Background: an optimization exercise with open tools, aiming at small area, a short achievable clock period and few clock cycles. Do not read the settings as production practice. RTL that was checked went through simulation tests only; none was proved equivalent to the original. Power figures rest on the tool's default switching activity, not on a simulated workload.

Setup of Q:
## CPU
module CPU(
	input clk,
	input rst,
	output [31:0]imem_addr,
	input [31:0]imem_rdata,
	output [31:0]dmem_addr,
	output [31:0]dmem_wdata,
	output dmem_we,
	input [31:0]dmem_rdata
    );
Size in the first run: ~3900 cells after synthesis, about 160 I/O pins, roughly 0.051 mm2 of cells after synthesis.
export LEC_CHECK = 0
export CAP_MARGIN = 20
export CORE_MARGIN = 2
export CORE_UTILIZATION = 40
export SLEW_MARGIN = 20
export SYNTH_HIERARCHICAL = 1
create_clock -name core_clock -period 10.5 [get_ports {clk}]
standard.sh (not shown) runs the stock make flow with config.mk's settings and CLKGATE_MAP_FILE= SYNTH_SCRIPT=/design/flow/synth_recipe.tcl, a recipe that flattens the netlist after the stock synthesis.
==> flow/flow/run.sh <==
#!/bin/bash
# Layout flow: the standard synthesis, then the ORFS flow with
#  - combinational cells reset to drive strength 1 before floorplanning,
#  - timing repair aimed at a tighter setup target (SETUP_SLACK_MARGIN),
#  - port buffers of a plain buffer cell.
# Each tool's log goes to the ORFS logs folder; make's output to *.log here.
set -e
F=$(pwd)/flow
bash standard.sh synth > synth.log 2>&1
bash standard.sh PRE_FLOORPLAN_TCL=$F/downsize.tcl \
  SETUP_SLACK_MARGIN=7 TNS_END_PERCENT=100 \
  "BUFFER_PORTS_ARGS=-buffer_cell sky130_fd_sc_hd__buf_4" \
  finish > layout.log 2>&1
==> flow/flow/downsize.tcl <==
# Before floorplanning: put every combinational logic cell at its smallest
# drive strength; timing repair later sizes up the cells that need it.
set db [ord::get_db]
set n 0
foreach inst [[ord::get_db_block] getInsts] {
  set m [[$inst getMaster] getName]
  if {![regexp {^sky130_fd_sc_hd__([a-z0-9]+)_([0-9]+)$} $m -> base sz]} { continue }
  if {$sz <= 1} { continue }
  if {[regexp {^(df|edf|sdf|dl|buf|inv|clk|conb|tap|fill|decap|diode|bufbuf|bufinv|probe|lpflow|macro)} $base]} { continue }
  set new [$db findMaster sky130_fd_sc_hd__${base}_1]
  if {$new eq "NULL" || $new eq ""} { continue }
  $inst swapMaster $new
  incr n
}
puts "downsize: $n cells set to drive strength 1"
Q: all stages complete, timing, DRC and antenna checks passed
Testbench counts of Q, summed over its fixed seeds: cycles 30,406.
Input changes introduced in T (baseline for comparison: Q):
diff --git a/flow/flow/run.sh b/flow/flow/run.sh
--- a/flow/flow/run.sh
+++ b/flow/flow/run.sh
@@ -11 +11 @@
-  SETUP_SLACK_MARGIN=7 TNS_END_PERCENT=100 \
+  SETUP_SLACK_MARGIN=7.4 TNS_END_PERCENT=100 \
### Flow results
T: no failed stages, no open violations at the end
T ended up with a lower amount of wire on met2 after detailed routing than Q did.
Number of inserted filler cells in the final layout, T vs Q: down slightly
Changes observed in T relative to Q: final cell count saw an increase; worst slew margin relative to its limit saw little to no change; share of total power in the clock network saw an increase; largest driver fanout on the critical path saw a decrease.
Between T and Q, it is T whose setup slack is higher, by 21 ps.
Initial antenna violation count delta for T relative to Q: 1 higher
In the metrics for Q and T, the one carrying the higher post-route cell area is T.

---

## wip/onyx
CPU, a different RTL version from the one above (not shown whole).
clock: 10.5 ns
lec_check: 0
cap_margin: 20
core_margin: 2
core_utilization: 60
cts_buf_list: sky130_fd_sc_hd__clkbuf_16
cts_cluster_diameter: 45
cts_cluster_size: 25
slew_margin: 20
synth_hierarchical: 1
==> flow/flow/run.sh <==
#!/bin/bash
# Layout flow: the standard synthesis, then the ORFS flow with
#  - combinational cells reset to drive strength 1 before floorplanning,
#  - timing repair aimed at a tighter setup target (SETUP_SLACK_MARGIN),
#  - port buffers of a plain buffer cell.
# Each tool's log goes to the ORFS logs folder; make's output to *.log here.
set -e
F=$(pwd)/flow
bash standard.sh synth > synth.log 2>&1
bash standard.sh PRE_FLOORPLAN_TCL=$F/downsize.tcl \
  SETUP_SLACK_MARGIN=7 TNS_END_PERCENT=100 \
  "BUFFER_PORTS_ARGS=-buffer_cell sky130_fd_sc_hd__buf_2" \
  finish > layout.log 2>&1
Scripts as last shown in full above: flow/flow/downsize.tcl
Testbench counts of wip/onyx, summed over its fixed seeds: cycles 30,486.
#### Input delta (wip/cedar over wip/onyx)
# wip/onyx
export LEC_CHECK = 0
export CAP_MARGIN = 20
export CORE_MARGIN = 2
export CORE_UTILIZATION = 60
export CTS_BUF_LIST = sky130_fd_sc_hd__clkbuf_16
export CTS_CLUSTER_DIAMETER = 45
export CTS_CLUSTER_SIZE = 25
export SLEW_MARGIN = 20
export SYNTH_HIERARCHICAL = 1
create_clock -name core_clock -period 10.5 [get_ports {clk}]
# wip/cedar
export LEC_CHECK = 0
export CAP_MARGIN = 20
export CORE_MARGIN = 2
export CORE_UTILIZATION = 65
export CTS_BUF_LIST = sky130_fd_sc_hd__clkbuf_16
export CTS_CLUSTER_DIAMETER = 60
export CTS_CLUSTER_SIZE = 30
export GPL_ROUTABILITY_DRIVEN = 0
export SLEW_MARGIN = 20
export SYNTH_HIERARCHICAL = 1
create_clock -name core_clock -period 10.5 [get_ports {clk}]
Among wip/onyx and wip/cedar, a clean, completed layout was produced by wip/onyx alone.
[flow] wip/cedar | stages: complete | final checks: fail | reason: max-capacitance violations, max-slew violations
Final area, wip/onyx and wip/cedar: lower on wip/cedar
wip/cedar against wip/onyx: final wirelength down about 3%, multi-input combinational area share up 0.99 points, total buffers and inverters traversed by the critical path up 1.
Across both runs, met3 routed wirelength was higher for wip/cedar than for wip/onyx.
On power drawn by the sequential cells, wip/cedar tracks wip/onyx almost exactly.
Changes observed in wip/cedar relative to wip/onyx: sequential cell fraction of total power went up; power dissipated by switching net loads fell 12%; cell count fell 209.
| final period demand of the worst path | wip/cedar vs wip/onyx | better |
> inputs changed (wip/cedar -> wip/willow)
# wip/cedar
export LEC_CHECK = 0
export CAP_MARGIN = 20
export CORE_MARGIN = 2
export CORE_UTILIZATION = 65
export CTS_BUF_LIST = sky130_fd_sc_hd__clkbuf_16
export CTS_CLUSTER_DIAMETER = 60
export CTS_CLUSTER_SIZE = 30
export GPL_ROUTABILITY_DRIVEN = 0
export SLEW_MARGIN = 20
export SYNTH_HIERARCHICAL = 1
create_clock -name core_clock -period 10.5 [get_ports {clk}]
# wip/willow
export LEC_CHECK = 0
export CAP_MARGIN = 20
export CORE_MARGIN = 2
export CORE_UTILIZATION = 60
export CTS_BUF_LIST = sky130_fd_sc_hd__clkbuf_16
export CTS_CLUSTER_DIAMETER = 60
export CTS_CLUSTER_SIZE = 30
export GPL_ROUTABILITY_DRIVEN = 0
export SLEW_MARGIN = 20
export SYNTH_HIERARCHICAL = 1
create_clock -name core_clock -period 10.5 [get_ports {clk}]
- wip/willow closes out successfully: all stages finished, all timing, DRC and antenna checks passed.
- From wip/willow to wip/cedar, final count of negative-setup-slack endpoints did not move at all.
- Worst-path cell with the longest stage delay: sky130_fd_sc_hd__xnor2_2 -> wip/cedar, sky130_fd_sc_hd__dfxtp_4 -> wip/willow
- wip/willow ended with less global-route track usage on met3 than wip/cedar.
- The final routed wire length divided by cell count on wip/willow is in line with that on wip/cedar.
- Area: wip/willow vs wip/cedar -> wip/willow larger
- Multi-input combinational cell area essentially unchanged between wip/cedar and wip/willow.
- wip/willow vs. wip/cedar: met2 usage in global routing went down by 4.2 points.
- In the tables for wip/willow and wip/cedar, final critical-path setup slack reads higher with wip/willow.
- Total power on wip/willow is up relative to wip/cedar.
- Cmp wip/willow and wip/cedar / worst-skew pair later-pin latency / lower: wip/cedar
The inputs of wip/quartz differ from those of wip/willow as listed below.
# wip/willow
export LEC_CHECK = 0
export CAP_MARGIN = 20
export CORE_MARGIN = 2
export CORE_UTILIZATION = 60
export CTS_BUF_LIST = sky130_fd_sc_hd__clkbuf_16
export CTS_CLUSTER_DIAMETER = 60
export CTS_CLUSTER_SIZE = 30
export GPL_ROUTABILITY_DRIVEN = 0
export SLEW_MARGIN = 20
export SYNTH_HIERARCHICAL = 1
create_clock -name core_clock -period 10.5 [get_ports {clk}]
# wip/quartz
export LEC_CHECK = 0
export CAP_MARGIN = 20
export CORE_MARGIN = 2
export CORE_UTILIZATION = 60
export CTS_BUF_LIST = sky130_fd_sc_hd__clkbuf_16
export CTS_CLUSTER_DIAMETER = 60
export CTS_CLUSTER_SIZE = 30
export PLACE_DENSITY = 0.75
export SLEW_MARGIN = 20
export SYNTH_HIERARCHICAL = 1
create_clock -name core_clock -period 10.5 [get_ports {clk}]
## What came out
Comparing wip/willow and wip/quartz, the higher net switching fraction of the power is on wip/quartz.
No stage failed in wip/quartz, and the final checks on the layout all came back clean.
Every stage of the flow completed for wip/willow, and the final layout passed the timing, DRC and antenna checks.
Between wip/willow and wip/quartz, the flow reports combinational power increasing slightly.
The lower setup slack of wip/willow and wip/quartz is in wip/quartz.
Relative to wip/willow, the critical path depth of wip/quartz is higher by 2.
Delta (wip/quartz minus wip/willow): power after layout increased 87 uW; number of detailed-route iterations in the first pass moved up; cell area has increased; clock buffer count from CTS went up 1.3%.
The buffer share of cell area was comparable across wip/willow and wip/quartz.
Going from wip/willow to wip/quartz, peak fanout along the critical path grows by 16.
Diff wip/willow and wip/quartz: peak clock frequency supported by timing higher in wip/willow
### wip/quartz -> wip/xenon
# wip/quartz
export LEC_CHECK = 0
export CAP_MARGIN = 20
export CORE_MARGIN = 2
export CORE_UTILIZATION = 60
export CTS_BUF_LIST = sky130_fd_sc_hd__clkbuf_16
export CTS_CLUSTER_DIAMETER = 60
export CTS_CLUSTER_SIZE = 30
export PLACE_DENSITY = 0.75
export SLEW_MARGIN = 20
export SYNTH_HIERARCHICAL = 1
create_clock -name core_clock -period 10.5 [get_ports {clk}]
# wip/xenon
export LEC_CHECK = 0
export CAP_MARGIN = 20
export CORE_MARGIN = 2
export CORE_UTILIZATION = 60
export CTS_BUF_LIST = sky130_fd_sc_hd__clkbuf_16
export CTS_CLUSTER_DIAMETER = 60
export CTS_CLUSTER_SIZE = 30
export SLEW_MARGIN = 20
export SYNTH_HIERARCHICAL = 1
create_clock -name core_clock -period 10.5 [get_ports {clk}]
==> comparison <==
The number of search-and-repair iterations in the first detailed-routing pass of wip/xenon falls short of that of wip/quartz by 2.
From wip/quartz to wip/xenon the numbers moved as follows: sequential share of layout area went down by 0.18 points, cell depth of the worst hold path ~0 delta.
~same portion of total power attributed to combinational logic in wip/xenon and wip/quartz
A timing startpoint of the critical path of id_rsb[16] is what wip/xenon shows, while id_rsb[10] belongs to wip/quartz.
Total power of wip/xenon is on par with wip/quartz.
[wip/xenon] worst-case setup margin in the final layout rose 26 ps relative to wip/quartz
The run showing the smaller fraction of layout cells with a size suffix above 1 is wip/quartz.
Count of placed standard cells in the final layout, fillers left out across wip/xenon and wip/quartz: no real change.
Taking wip/quartz as the reference, in wip/xenon leakage power summed over all cells rose 0.082 nW, per-cell routed wire length went up 1.6%, HPWL after detailed placement grew by 2800 um.

---

run 1:
CPU again, from the RTL that the note above started with.
## CPU
module CPU(
	input clk,
	input rst,
	output [31:0]imem_addr,
	input [31:0]imem_rdata,
	output [31:0]dmem_addr,
	output [31:0]dmem_wdata,
	output dmem_we,
	input [31:0]dmem_rdata
    );
	reg [9:0] pc;                  
	reg        id_valid;           
	reg        id_vn;              
	reg        rp;                 
	reg [9:0]  rpc;
	reg [1:0]  id_bix;             
	reg [1:0]  bht [0:3];          
	reg        up_v, up_t;         
	reg [1:0]  up_ix;
	reg [31:1] id_rsa, id_rsb;     
	reg        id_fwa, id_fwb;     
	reg        id_fla;             
	reg [15:0] id_imm;             
	reg        id_pos, id_neg;     
	reg        id_ci;              
	reg        id_sum;             
	reg        id_and, id_or, id_slt, id_sltw;
	reg        id_lw, id_sw;
	reg        id_rq, id_rn, id_rg, id_rl;    
	reg        id_wr;              
	reg [4:0]  id_dest;
	reg [9:0]  id_alt;             
	reg [31:0] mem_res;            
	reg [31:0] mem_sd;             
	reg        mem_we, mem_wb, mem_ld;
	reg [4:0]  mem_dest;
	reg [31:0] rf [1:31];
	wire bht_p = bht[pc[1:0]][1];
	wire [31:0] ins = imem_rdata;
	wire [5:0] op = ins[31:26];
	wire [5:0] fn = ins[5:0];
	wire [4:0] f_rs = ins[25:21];
	wire [4:0] f_rt = ins[20:16];
	wire [4:0] f_rd = ins[15:11];
	wire f_r0   = (op == 6'h00);
	wire f_add  = f_r0 & (fn == 6'h20);
	wire f_sub  = f_r0 & (fn == 6'h22);
	wire f_and  = f_r0 & (fn == 6'h24);
  ...
export LEC_CHECK = 0
export CAP_MARGIN = 20
export CORE_MARGIN = 2
export CORE_UTILIZATION = 60
export CTS_BUF_LIST = sky130_fd_sc_hd__clkbuf_8 sky130_fd_sc_hd__clkbuf_16
export CTS_CLUSTER_DIAMETER = 60
export CTS_CLUSTER_SIZE = 30
export GPL_ROUTABILITY_DRIVEN = 0
export SLEW_MARGIN = 20
export SYNTH_HIERARCHICAL = 1
create_clock -name core_clock -period 10.5 [get_ports {clk}]
Scripts as last shown in full above: flow/flow/run.sh, flow/flow/downsize.tcl
Testbench counts of run 1, summed over its fixed seeds: cycles 30,486.
> inputs changed (run 1 -> run 2)
- changing CORE_UTILIZATION from 60 to 55
- changing CTS_BUF_LIST from sky130_fd_sc_hd__clkbuf_8 sky130_fd_sc_hd__clkbuf_16 to sky130_fd_sc_hd__clkbuf_16
- The final layouts of run 2 and run 1 pass the timing, DRC and antenna checks.
- Compared with run 1, in run 2 largest net degree at the start of global routing stayed essentially flat; smallest hold slack rose by 0.0092 ns.
- The more densely filled core belongs to run 1, not run 2.
- Across both runs, design area was higher for run 2 than for run 1.
- Comparing run 2 and run 1, the lower setup slack is on run 2.
- Initial antenna violation count (lower): run 2
- Looking at count of standard-cell rows, run 2 sits 5 above run 1.
- Maximum resistive drop on vdd shrinks by a few percent when moving from run 1 to run 2.
- Fmax, run 2 and run 1: higher on run 1
- Delta (run 2 minus run 1): wire length on met1 up 4300 µm, combinational power up about 1%.
Input-level comparison between run 3 and run 2:
- CTS_CLUSTER_SIZE now 34, was 30
- CORE_UTILIZATION now 60, was 55
Compared run 2 against run 3; clock skew within noise.
Re data required time at the worst endpoint: run 3 is 0.03 ns up on run 2.
| buffer and inverter count on the worst path | run 3 vs run 2 | 1 lower |
Run 3 ended with less die width than run 2.
Run 2 and run 3 ended up with roughly the same data arrival time of the critical path.
In the flow results for run 3 and run 2, the total power draw is larger on run 2.
On number of antenna violations at the first check in global routing: between run 3 and run 2, it ends up higher for run 3.
On number of stages on the worst setup path: between run 3 and run 2, it ends up lower for run 3.
The final reports for run 3 and run 2 show post-CTS setup repair buffer count higher in the former.
Power share of the clock group delta for run 3 relative to run 2: 1.9 points lower
diff inputs: run 3 => run 4
- putting PLACE_DENSITY at 0.5 where nothing was set
- swapping 34 for 30 in CTS_CLUSTER_SIZE
- clearing GPL_ROUTABILITY_DRIVEN, which used to be 0
### Flow results
Average vias per placed instance delta (run 3 -> run 4): insignificant
Compared with run 3, run 4 shows a lower fraction of power consumed by sequential logic.
Run 3 -> run 4: internal cell power increased slightly

---

== v8 ==
Another version of the RTL of CPU (not shown whole).
Size in the first run: about 4000 cells after synthesis, ~160 I/O pins.
==> flow/design.v (excerpt) <==
module CPU(
	input clk,
	input rst,
	output [31:0]imem_addr,
	input [31:0]imem_rdata,
	output [31:0]dmem_addr,
	output [31:0]dmem_wdata,
	output dmem_we,
	input [31:0]dmem_rdata
    );
	reg [9:0] pc;                  
	reg        id_valid;           
	reg        id_vn;              
	reg [1:0]  id_bix;             
	reg [1:0]  bht [0:3];          
	reg [31:1] id_rsa, id_rsb;     
	reg        id_fwa, id_fwb;     
	reg        id_fla;             
	reg        id_sdl;             
	reg [15:0] id_imm;             
	reg        id_pos, id_neg;     
	reg        id_ci;              
	reg        id_sum;             
	reg        id_and, id_or, id_slt, id_sltw;
	reg        id_lw, id_sw;
	reg        id_rq, id_rn, id_rg, id_rl;    
	reg        id_wr;              
	reg [4:0]  id_dest;
	reg [9:0]  id_alt;             
	reg [31:0] mem_res;            
	reg [31:0] mem_sd;             
	reg        mem_we, mem_wb, mem_ld;
	reg [4:0]  mem_dest;
	reg [31:0] rf [1:31];
	wire bht_p = bht[pc[1:0]][1];
	wire [31:0] ins = imem_rdata;
	wire [5:0] op = ins[31:26];
	wire [5:0] fn = ins[5:0];
	wire [4:0] f_rs = ins[25:21];
	wire [4:0] f_rt = ins[20:16];
	wire [4:0] f_rd = ins[15:11];
	wire f_r0   = (op == 6'h00);
	wire f_add  = f_r0 & (fn == 6'h20);
	wire f_sub  = f_r0 & (fn == 6'h22);
	wire f_and  = f_r0 & (fn == 6'h24);
	wire f_or   = f_r0 & (fn == 6'h25);
	wire f_slt  = f_r0 & (fn == 6'h2a);
	wire f_rtype = f_add | f_sub | f_and | f_or | f_slt;
	wire f_addi = (op == 6'h08);
	wire f_lw   = (op == 6'h23);
	wire f_sw   = (op == 6'h2b);
	wire f_beq  = (op == 6'h04);
	wire f_bgtz = (op == 6'h07);
	wire f_j    = (op == 6'h02);
	wire f_imm  = f_addi | f_lw | f_sw;
	wire f_pt   = (f_beq | f_bgtz) & bht_p;    
	wire [4:0] f_dest = f_rtype ? f_rd : f_rt;
	wire f_wr = (f_rtype | f_addi | f_lw) & (f_dest != 5'd0);
	wire [9:0] pc1  = pc + 10'd1;
	wire [9:0] btgt;
	ks10 uadd(.a(pc), .b(ins[9:0]), .s(btgt));
	wire [9:0] alt  = f_pt ? pc1 : btgt;
	wire s_j = f_j & ~rst;
	wire s_t = f_pt & ~n_stall & ~rst;
	wire s_s = ((~f_j & ~f_pt) | n_stall) & ~rst;
	wire [9:0] pcs = n_stall ? pc : pc1;
	wire [9:0] predn;
	wire [9:0] altn = ~(id_alt & {10{~rst}});
	wire [9:0] pc_d;
	genvar gp;
  ...
Settings: LEC_CHECK=0, CAP_MARGIN=20, CORE_MARGIN=2, CORE_UTILIZATION=40, CTS_BUF_LIST=sky130_fd_sc_hd__clkbuf_8, CTS_CLUSTER_SIZE=30, SLEW_MARGIN=20, SYNTH_HIERARCHICAL=1; clock period 10.5 ns.
==> flow/flow/run.sh <==
#!/bin/bash
# Layout flow: the standard synthesis, then the ORFS flow with
#  - combinational cells reset to drive strength 1 before floorplanning,
#  - timing repair aimed at a tighter setup target (SETUP_SLACK_MARGIN),
#  - port buffers of a plain buffer cell.
# Each tool's log goes to the ORFS logs folder; make's output to *.log here.
set -e
F=$(pwd)/flow
bash standard.sh synth > synth.log 2>&1
bash standard.sh PRE_FLOORPLAN_TCL=$F/downsize.tcl \
  SETUP_SLACK_MARGIN=7 TNS_END_PERCENT=100 \
  "BUFFER_PORTS_ARGS=-buffer_cell sky130_fd_sc_hd__buf_4" \
  finish > layout.log 2>&1
Scripts as last shown in full above: flow/flow/downsize.tcl
What v37 does differently from v8 at the input level:
Settings: CTS_CLUSTER_SIZE: 30 -> unset; CTS_BUF_LIST: sky130_fd_sc_hd__clkbuf_8 -> unset.
Notes after the runs:
Global-route met2 utilization ends up higher on v8. Taking v8 as the reference, in v37 total power consumption of the routed design rose 2.9%; sequential share of layout area higher; final cell count decreased about 2.6%.
No functional check of the RTL was part of any run of this note.

static timing again, ports no longer ideal:
The results above use ideal ports. As a check the final layouts listed here were re-extracted and re-timed, cells and wires unchanged.
Step 1 sets driving cells, clkbuf_16 on the clock port and buf_2 on the other inputs (assumed; they add their load-dependent delay and slew).
Step 2 adds t to the input delays and takes it off the output delays; t is the mean of the earliest and latest rising clock arrival at the registers after step 1. Input paths then give back, and output paths get back, about the clock's delay inside the block.
a / b / c = no drivers / after step 1 / after step 2; a / b = the first two.
| run | t (ns) | setup slack, ns | slew at the worst register clock pin (ns) | worst data-port slew with drivers (ns) |
|---|---|---|---|---|
| Q | 0.797 | 6.787 / 6.797 / 6.000 | 0.07 / 0.07 | 0.17 |
| T | 0.805 | 6.807 / 6.774 / 5.968 | 0.07 / 0.07 | 0.18 |
| wip/onyx | 0.825 | 6.885 / 6.885 / 6.157 | 0.08 / 0.08 | 0.04 |
| wip/cedar | 0.720 | 6.897 / 6.910 / 6.225 | 0.11 / 0.11 | 0.15 |
| wip/willow | 0.766 | 6.916 / 6.902 / 6.214 | 0.10 / 0.10 | 0.04 |
| wip/quartz | 0.757 | 6.883 / 6.883 / 6.195 | 0.11 / 0.11 | 0.08 |
| wip/xenon | 0.753 | 6.909 / 6.909 / 6.233 | 0.10 / 0.10 | 0.03 |
| run 1 | 0.766 | 6.916 / 6.902 / 6.214 | 0.10 / 0.10 | 0.04 |
| run 2 | 0.764 | 6.890 / 6.890 / 6.259 | 0.09 / 0.09 | 0.14 |
| run 3 | 0.766 | 6.916 / 6.902 / 6.214 | 0.10 / 0.10 | 0.04 |
| run 4 | 0.753 | 6.909 / 6.909 / 6.233 | 0.10 / 0.10 | 0.03 |
| v8 | 1.000 | 6.948 / 6.890 / 6.009 | 0.07 / 0.07 | 0.13 |
| v37 | 0.827 | 6.859 / 6.849 / 6.022 | 0.07 / 0.07 | 0.12 |
For v8, which loses most, drivers alone change the setup slack by -0.058 ns; drivers and shift together by -0.939 ns.
